This is an optimization exercise on Yosys and OpenROAD, whose aim is small area, not a production implementation. Function was checked by simulation only, so behaviour that the tests miss may differ from the original. No activity file was given, so power comes from the tool's default toggle rates.

Setup of job 7584:
==> flow/design.v <==
module disp_7segment(
input [3:0] in,
output [6:0] segment);
assign segment[0] = (in[0] & ~in[1] & ~in[2] & ~in[3]) | (~in[0] & in[1] & in[2] & ~in[3]) | (in[0] & ~in[1] & ~in[2] & in[3]) | (in[0] & in[1] & in[2] & in[3]);
assign segment[1] = (~in[0] & ~in[1] & in[2] & ~in[3]) | (in[0] & ~in[1] & in[2] & ~in[3]) | (in[0] & ~in[1] & ~in[2] & in[3]) | (~in[0] & in[1] & ~in[2] & in[3]) | (in[0] & in[1] & ~in[2] & in[3]) | (in[0] & ~in[1] & in[2] & in[3]);
assign segment[2] = (~in[0] & ~in[1] & in[2] & ~in[3]) | (in[0] & ~in[1] & in[2] & ~in[3]) | (~in[0] & ~in[1] & in[2] & in[3]) | (in[0] & ~in[1] & in[2] & in[3]);
assign segment[3] = (in[0] & ~in[1] & ~in[2] & ~in[3]) | (~in[0] & in[1] & ~in[2] & ~in[3]) | (in[0] & ~in[1] & in[2] & in[3]) | (~in[0] & in[1] & in[2] & in[3]) | (in[0] & in[1] & in[2] & in[3]);
assign segment[4] = (in[0] & ~in[1] & ~in[2] & ~in[3]) | (in[0] & in[1] & ~in[2] & ~in[3]) | (in[0] & in[1] & in[2] & ~in[3]) | (in[0] & in[1] & ~in[2] & in[3]) | (~in[0] & in[1] & in[2] & in[3]) | (in[0] & in[1] & in[2] & in[3]);
assign segment[5] = (~in[0] & in[1] & in[2] & ~in[3]) | (in[0] & in[1] & in[2] & ~in[3]) | (~in[0] & ~in[1] & in[2] & in[3]) | (~in[0] & in[1] & in[2] & in[3]) | (in[0] & in[1] & in[2] & in[3]);
assign segment[6] = (~in[0] & ~in[1] & ~in[2] & ~in[3]) | (~in[0] & ~in[1] & in[2] & ~in[3]) | (~in[0] & in[1] & in[2] & in[3]) | (in[0] & in[1] & in[2] & in[3]);
endmodule
module kypd(
input clk, rst, sample_en,
input [1:0] state,
input [3:0] row,
output [3:0] col,
output done,
output reg [15:0] number
);
reg [2:0] gap;       
reg [2:0] count;
reg [3:0] key;
wire [3:0] pressed = ~row;
wire any_new = |pressed;
wire button_released = sample_en & ~any_new & (gap == 3'd3);
assign col[0] = (state == 2'd0) ? 1'b0 : 1'b1;
assign col[1] = (state == 2'd1) ? 1'b0 : 1'b1;
assign col[2] = (state == 2'd2) ? 1'b0 : 1'b1;
assign col[3] = (state == 2'd3) ? 1'b0 : 1'b1;
always @(*)
begin
	case (state)
		2'd0: key = pressed[2] ? 4'he : pressed[1] ? 4'h1 : pressed[0] ? 4'hf : 4'h0;
		2'd1: key = pressed[3] ? 4'hd : pressed[2] ? 4'h8 : pressed[1] ? 4'hb : 4'hc;
		2'd2: key = pressed[3] ? 4'h5 : pressed[2] ? 4'h3 : pressed[1] ? 4'ha : 4'h7;
		default: key = pressed[3] ? 4'h6 : pressed[2] ? 4'h4 : pressed[1] ? 4'h9 : 4'h2;
	endcase
end
assign done = count[2];
always @(posedge clk)
begin
	if (rst)
		gap <= 3'd4;
	else if (sample_en)
	begin
		if (any_new)
			gap <= 3'd0;
		else if (~gap[2])
			gap <= gap + 3'd1;
	end
end
always @(posedge clk)
begin
	if (rst)
		count <= 3'd0;
	else if (button_released)
		count <= done ? 3'd0 : count + 3'd1;
end
always @(posedge clk)
begin
	if (sample_en & any_new & ~done)
		number[3:0] <= key;
end
always @(posedge clk)
begin
	if (button_released & ~done & ~(count[1] & count[0]))
		number[15:4] <= number[11:0];
end
endmodule
module input_password(
input clk, rst, sample_en,
input [1:0] state,
input [3:0] row,
output [3:0] col,
output cycle_complete,
output [15:0] code
);
kypd u1 (clk, rst, sample_en, state, row, col, cycle_complete, code);
endmodule
module profiles(
input clk, rst, en, done, write,
input [15:0] password,
input [3:0] selected_profile,
input [3:0] slot,
output valid
);
reg [255:0] ring;
reg [15:0] match;
reg ok;         
reg wpend;      
reg [3:0] wsel;
reg clr;        
localparam [15:0] ZERO = 16'h0000;
wire wnow = wpend & (slot == wsel);
wire keep = ~wnow & ~clr;
wire [15:0] head = ({16{wnow}} & password) | ({16{keep}} & ring[15:0]);
wire [15:0] match_at_rise = {match[0], match[15:1]};
assign valid = ~rst & done & ok;
always @(posedge clk)
begin
	ring <= {head, ring[255:16]};
	match <= {head == password, match[15:1]};
end
always @(posedge clk)
begin
	if (rst)
		clr <= 1'b1;
	else if (&slot)
		clr <= 1'b0;
end
always @(posedge clk)
begin
	if (rst)
	begin
		ok <= 1'b1;
		wpend <= 1'b0;
	end
	else
	begin
		if (en & done)
			ok <= ~write & match_at_rise[selected_profile];
		if (en & done & write)
			wpend <= 1'b1;
		else if (wnow)
			wpend <= 1'b0;
	end
end
always @(posedge clk)
begin
	if (en & done & write)
		wsel <= selected_profile;
end
endmodule
module digital_lock(
input clk, rst, add_profile, d3_in,
input [3:0] profile_selected,
input [3:0] row,
output [3:0] col,
output [1:0] high, low,
output valid,
output reg locked,
output [6:0] dis_code0, dis_code1, dis_code2, dis_code3
);
reg [9:0] cnt;
wire div_rise = &cnt[7:0];
wire div_fall = ~cnt[7] & (&cnt[6:0]);
wire [15:0] code;
wire done;
reg disp_on;    
reg zero_seen;  
assign high = 2'b11;
assign low = 2'b00;
always @(posedge clk)
begin
	if (rst)
		cnt <= 10'h080;
	else
		cnt <= cnt + 10'd1;
end
input_password in_pass (clk, rst, div_fall, cnt[9:8], row, col, done, code);
profiles prof (clk, rst, div_rise, done, add_profile, code, profile_selected, cnt[3:0], valid);
localparam [15:0] ZERO = 16'h0000;
wire [15:0] pass_code = disp_on ? code : ZERO;
disp_7segment disp1 (pass_code[3:0]  , dis_code0);
disp_7segment disp2 (pass_code[7:4]  , dis_code1);
disp_7segment disp3 (pass_code[11:8] , dis_code2);
disp_7segment disp4 (pass_code[15:12], dis_code3);
always @(posedge clk)
begin
	if (rst)
		disp_on <= 1'b0;
	else if (div_rise)
		disp_on <= done;
end
always @(posedge clk)
begin
	if (rst)
	begin
		zero_seen <= ~d3_in;
		locked <= 1'b0;
	end
	else if (div_rise)
	begin
		zero_seen <= ~d3_in;
		locked <= locked | zero_seen;
	end
end
endmodule
export LEC_CHECK = 0
export CAP_MARGIN = 20
export CORE_MARGIN = 2
export CORE_UTILIZATION = 70
export CTS_BUF_LIST = sky130_fd_sc_hd__clkbuf_8
export CTS_CLUSTER_DIAMETER = 50
export CTS_CLUSTER_SIZE = 20
export PLACE_DENSITY = 0.8
export SLEW_MARGIN = 20
create_clock -name core_clock -period 10.0 [get_ports {clk}]
standard.sh (not shown) runs the stock make flow with config.mk's settings and CLKGATE_MAP_FILE= SYNTH_SCRIPT=/design/flow/synth_recipe.tcl, a recipe that flattens the netlist after the stock synthesis.
==> flow/flow/run.sh <==
#!/bin/bash
# The standard layout, with the port buffers made from the smallest buffer cell
# and a clock tree of small buffers (clkbuf_4, at most 12 sinks each) without dummy loads.
set -euo pipefail
bash standard.sh \
  BUFFER_PORTS_ARGS="-buffer_cell sky130_fd_sc_hd__buf_1" \
  CTS_ARGS="-sink_clustering_enable -repair_clock_nets -dont_use_dummy_load -buf_list sky130_fd_sc_hd__clkbuf_4 -sink_clustering_size 12 -sink_clustering_max_diameter 45" \
  finish > standard.log 2>&1
Setup changes, job 7584 to job 7289
Settings: swapping 0.8 for 0.85 in PLACE_DENSITY; swapping 70 for 75 in CORE_UTILIZATION.
==> flow/flow/run.sh <==
#!/bin/bash
# The standard layout, with the port buffers made from the smallest buffer cell
# and a clock tree without dummy loads.
set -euo pipefail
bash standard.sh \
  BUFFER_PORTS_ARGS="-buffer_cell sky130_fd_sc_hd__buf_1" \
  CTS_ARGS="-sink_clustering_enable -repair_clock_nets -dont_use_dummy_load -buf_list sky130_fd_sc_hd__clkbuf_4 -sink_clustering_size 11 -sink_clustering_max_diameter 40" \
  finish > standard.log 2>&1
--- outcome ---
Net load switching power, job 7584 and job 7289: smaller value in job 7584
Number of tap cells inserted: job 7289 lower than job 7584
Final setup slack of the worst path: job 7584 vs job 7289 — no meaningful difference
~same fraction of cell area in non-clock buffers in job 7584 and job 7289
| leakage power summed over all cells | job 7289 vs job 7584 | about 0.7% higher |
The standard cells in job 7289 occupy more silicon area than those in job 7584 do.
Job 7584 -> job 7289: fmax flat
Comparing global routing met3 resource utilization for job 7584 and job 7289, the bigger number came from job 7584.
Here is what was changed in the inputs of job 4026 compared with job 7289.
-- flow/flow/run.sh --
<<< job 7289, line 7
  CTS_ARGS="-sink_clustering_enable -repair_clock_nets -dont_use_dummy_load -buf_list sky130_fd_sc_hd__clkbuf_4 -sink_clustering_size 11 -sink_clustering_max_diameter 40" \
>>> job 4026, line 7
  CTS_ARGS="-sink_clustering_enable -repair_clock_nets -dont_use_dummy_load -buf_list sky130_fd_sc_hd__clkbuf_4 -sink_clustering_size 12 -sink_clustering_max_diameter 45" \
[summary]
Of job 7289 and job 4026, the run reporting the lower register fraction of the total cell area was job 7289. Filler cell count in the final layout in job 4026 vs job 7289: up 5. Final standard cell count with taps included and fillers excluded (job 4026 over job 7289): decrease, 5. Delta(sum of routed wire segments on met1, job 4026 - job 7289) < 0. In job 4026, the count of clock-net buffers in the final layout came out about 14% below the value in job 7289. Job 7289 → job 4026: areal power density over the cells has decreased; highest clock frequency the design can meet has remained practically unchanged; total power has decreased. Layout-stage area growth over the synthesis result (job 4026 over job 7289): decrease, 0.45 points.
Setup changes, job 4026 to job 3737
-- flow/flow/run.sh --
<<< job 4026, line 7
  CTS_ARGS="-sink_clustering_enable -repair_clock_nets -dont_use_dummy_load -buf_list sky130_fd_sc_hd__clkbuf_4 -sink_clustering_size 12 -sink_clustering_max_diameter 45" \
>>> job 3737, line 7
  CTS_ARGS="-sink_clustering_enable -repair_clock_nets -dont_use_dummy_load -buf_list sky130_fd_sc_hd__clkbuf_8 -sink_clustering_size 20 -sink_clustering_max_diameter 50" \
[summary]
- Synthesized area divided by synthesized cell count of job 4026 is on par with job 3737.
- Compared job 4026 against job 3737; multi-input gate share of total cell area within noise.
- Compare job 3737 and job 4026 | relative area change from synthesis to final layout higher: job 3737
- Sort job 3737 and job 4026 by clock skew, ascending, and job 3737 comes first.
- Compared with job 4026, in job 3737 number of clock buffers inserted by TritonCTS down 11, fraction of area in registers went down 0.30 points, logic depth of the worst setup path including buffers closely matched the old numbers, global-route wire length before repair shrank by 370 µm.
- Looking at job 3737 and job 4026, the count of non-CTS inverters in the layout is a wash.
The following lists how job 5724 was set up differently from job 3737:
==> flow/flow/run.sh <==
#!/bin/bash
# The standard layout, with the port buffers made from the smallest buffer cell
# and a clock tree of small buffers (clkbuf_4, at most 12 sinks each) without dummy loads.
set -euo pipefail
bash standard.sh \
  BUFFER_PORTS_ARGS="-buffer_cell sky130_fd_sc_hd__buf_1" \
  CTS_ARGS="-sink_clustering_enable -repair_clock_nets -dont_use_dummy_load -buf_list sky130_fd_sc_hd__clkbuf_4 -sink_clustering_size 12 -sink_clustering_max_diameter 45" \
  finish > standard.log 2>&1
Notes after the runs:
Compared job 5724 vs job 3737, and share of total power consumed by net switching is up in job 5724.
Looking at relative area change from synthesis to final layout, job 5724 sits 0.44 points below job 3737.
Job 3737 → job 5724: slack of the critical path shows no meaningful change, total design power shows a reduction of 35 µW.
Job 5724 reached the end of the flow, and the finished layout is clean on the timing, design-rule and antenna checks.
Job 3737 finished all stages; the layout is clean.

==> afterwards: timing with drivers on the ports <==
No port has a modelled driver above. Below, the same layouts with a new extraction and two added sets of constraints.
Step 1: set_driving_cell puts a clkbuf_16 on clk and a buf_2 on each other input, an assumption about the parent block.
Step 2, shift: input delay + t, output delay - t, t = (earliest + latest rising clock arrival at the registers) / 2. This alone moves slack from input paths to output paths.
Three values: no drivers, after step 1, after step 2; two values: the first two.
run | t, ns | setup slack, ns | worst setup path at the end | clock arrival spread, ns | pins driven straight from the clock port
job 7584 | 0.653 | 5.053 / 5.026 / 5.026 | input to output | 0.028 / 0.028 | 1
job 7289 | 0.587 | 5.051 / 5.026 / 5.026 | input to output | 0.048 / 0.047 | 1
job 4026 | 0.621 | 5.057 / 5.031 / 5.031 | input to output | 0.111 / 0.111 | 1
job 3737 | 0.528 | 5.054 / 5.029 / 5.029 | input to output | 0.022 / 0.023 | 1
job 5724 | 0.621 | 5.057 / 5.031 / 5.031 | input to output | 0.111 / 0.111 | 1
After both steps setup and hold are still met in every run listed. The setup slack of job 7584, which loses most, moves by -0.027 ns with the drivers and by -0.027 ns with both steps.
